From an optimization exercise on the open Yosys and OpenROAD flow, aimed at small area and a short achievable clock period; shortcuts taken in it are not production practice.
In this exercise RTL edits were held to simulation tests only and were not proved equivalent to the original.
No activity file was given, so power comes from the tool's default toggle rates.

==> flow/design.v (excerpt) <==
module fp32_add(
    input wire clk,
    input wire [31:0] a,
    input wire [31:0] b,
    input wire sub,
    input wire [2:0] rm,
    output wire [31:0] result,
    output wire nv,
    output wire of,
    output wire nx
);
    integer k;
    wire a_sign = a[31];
    wire b_sign = b[31] ^ sub;
    wire [7:0] a_exp = a[30:23];
    wire [7:0] b_exp = b[30:23];
    wire [22:0] a_frac = a[22:0];
    wire [22:0] b_frac = b[22:0];
    wire s0_is_sub = a_sign ^ b_sign;
    wire a_hid = |a_exp;
    wire b_hid = |b_exp;
    wire [7:0] a_eeff = {a_exp[7:1], a_exp[0] | ~a_hid};
    wire [7:0] b_eeff = {b_exp[7:1], b_exp[0] | ~b_hid};
    wire [7:0] d_ab = a_eeff - b_eeff;
    wire [7:0] d_ba = b_eeff - a_eeff;
    wire swap = a[30:0] < b[30:0];
    wire [7:0] l_exp = swap ? b_exp : a_exp;
    wire [22:0] l_frac = swap ? b_frac : a_frac;
    wire [23:0] s_sig = swap ? {a_hid, a_frac} : {b_hid, b_frac};
    wire l_sign = swap ? b_sign : a_sign;
  ...
Size in the first run: ~100 I/O pins, about 12000 sq um of cells after synthesis.
Settings: LEC_CHECK=0, ABC_AREA=1, CAP_MARGIN=20, CORE_MARGIN=2, CORE_UTILIZATION=40, CTS_BUF_LIST=sky130_fd_sc_hd__clkbuf_8, SETUP_SLACK_MARGIN=2.8, SLEW_MARGIN=20; clock period 6.5 ns.
standard.sh (not shown) runs the stock make flow with config.mk's settings and CLKGATE_MAP_FILE= SYNTH_SCRIPT=/design/flow/synth_recipe.tcl, a recipe that flattens the netlist after the stock synthesis.
==> flow/flow/run.sh <==
#!/bin/bash
# The standard layout, with plain buffers (sky130_fd_sc_hd__buf_1) on the ports instead of the
# delay cells that buffer_ports picks by default. Every port still gets its own buffer.
set -euo pipefail
export BUFFER_PORTS_ARGS="-buffer_cell sky130_fd_sc_hd__buf_1"
bash standard.sh > standard.log 2>&1
Edit:
--- a/flow/design.v
+++ b/flow/design.v
@@ -23,58 +23,55 @@
     wire [7:0] a_eeff = {a_exp[7:1], a_exp[0] | ~a_hid};
     wire [7:0] b_eeff = {b_exp[7:1], b_exp[0] | ~b_hid};
     wire [7:0] d_ab = a_eeff - b_eeff;
     wire [7:0] d_ba = b_eeff - a_eeff;
     wire swap = a[30:0] < b[30:0];
     wire [7:0] l_exp = swap ? b_exp : a_exp;
     wire [22:0] l_frac = swap ? b_frac : a_frac;
     wire [23:0] s_sig = swap ? {a_hid, a_frac} : {b_hid, b_frac};
     wire l_sign = swap ? b_sign : a_sign;
-    wire [4:0] s0_off = swap ? d_ba[4:0] : d_ab[4:0];
-    wire s0_far = swap ? |d_ba[7:5] : |d_ab[7:5];    
+    wire [4:0] s0_off = swap ? (d_ba[4:0] | {5{|d_ba[7:5]}}) : (d_ab[4:0] | {5{|d_ab[7:5]}});
     reg r1_sign, r1_is_sub;
     reg [2:0] r1_rm;
     reg [7:0] r1_lexp;
     reg [22:0] r1_lfrac;
     reg [23:0] r1_ssig;
     reg [4:0] r1_off;
-    reg r1_far;
     always @(posedge clk) begin
         r1_sign <= l_sign;
         r1_is_sub <= s0_is_sub;
         r1_rm <= rm;
         r1_lexp <= l_exp;
         r1_lfrac <= l_frac;
         r1_ssig <= s_sig;
         r1_off <= s0_off;
-        r1_far <= s0_far;
     end
     wire l_hid = |r1_lexp;
     wire [7:0] l_e = {r1_lexp[7:1], r1_lexp[0] | ~l_hid};
     wire [27:0] in1 = {1'b0, l_hid, r1_lfrac, 3'b000};
     wire [26:0] sh0 = {r1_ssig, 3'b000};
-    wire [26:0] sh1 = r1_far ? 27'b0 : r1_off[4] ? {16'b0, sh0[26:16]} : sh0;
+    wire [26:0] sh1 = r1_off[4] ? {16'b0, sh0[26:16]} : sh0;
     wire [26:0] sh2 = r1_off[3] ? {8'b0, sh1[26:8]} : sh1;
     wire [26:0] sh3 = r1_off[2] ? {4'b0, sh2[26:4]} : sh2;
     wire [26:0] sh4 = r1_off[1] ? {2'b0, sh3[26:2]} : sh3;
     wire [26:0] sh5 = r1_off[0] ? {1'b0, sh4[26:1]} : sh4;
     reg [23:0] smask;    
     always @*
         for (k = 0; k < 24; k = k + 1)
-            smask[k] = r1_far | (r1_off >= k + 3);
+            smask[k] = r1_off >= k + 3;
     wire sticky = |(r1_ssig & smask);
     wire [27:0] in2 = {1'b0, sh5[26:1], sticky};
     wire [27:0] in2x = in2 ^ {28{r1_is_sub}};
     wire [28:0] sum_c = {in1, 1'b1} + {in2x, r1_is_sub};
     wire [27:0] s1_sum = sum_c[28:1];
     wire [7:0] s1_exp = l_e + 8'd1;
     wire l_emax = &r1_lexp;
-    wire s_emax = l_emax & ~r1_far & ~|r1_off;
+    wire s_emax = l_emax & ~|r1_off;
     wire l_fz = ~|r1_lfrac;
     wire s_fz = ~|r1_ssig[22:0];
     wire l_nan = l_emax & ~l_fz;
     wire l_inf = l_emax & l_fz;
     wire s_inf = s_emax & s_fz;
     wire l_snan = l_nan & ~r1_lfrac[22];
     wire s_snan = s_emax & ~s_fz & ~r1_ssig[22];
     wire inf_inf = r1_is_sub & l_inf & s_inf;
     wire s1_nv = l_snan | s_snan | inf_inf;
What happened:
- worst setup slack improved by 0.012 ns
- via count shrinks by about 3.3%
- area after synthesis barely changes
- register-to-register slack got worse by 0.05 ns
- non-clock buffer count shrinks by 7
- final area shrinks by 0.96%
- sequential cell count shrinks by 1
- sequential share of layout area is about the same
- die area hardly moves
- synthesized cell count shrinks by 1.2%
- sequential power shrinks by about 3%
- count of clock-buffer cells in the layout shrinks by 1
- hold slack got worse by 0.025 ns

==> separate check: timing with driven ports <==
No port has a modelled driver above. Below, the same layouts with a new extraction and two added sets of constraints. Step 1: set_driving_cell puts a clkbuf_16 on clk and a buf_2 on each other input, an assumption about the parent block. Step 2 times the ports against the registers' clock, not the clock port: input delays grow and output delays shrink by t, the midpoint of the rising clock arrivals with the driver on. a / b / c = no drivers / after step 1 / after step 2; a / b = the first two.
run | t (ns) | slack for setup (ns) | worst hold slack (ns) | worst setup path at the end | slew at the worst register clock pin (ns)
the first run | 0.514 | 2.896 / 2.849 / 2.484 | 0.471 / 0.471 / 0.471 | input to register | 0.09 / 0.09
the second run | 0.512 | 2.908 / 2.860 / 2.549 | 0.446 / 0.446 / 0.446 | input to register | 0.12 / 0.12
After both steps every run listed still meets setup and hold. The setup slack of the first run, which loses most, moves by -0.047 ns with the drivers and by -0.412 ns with both steps.
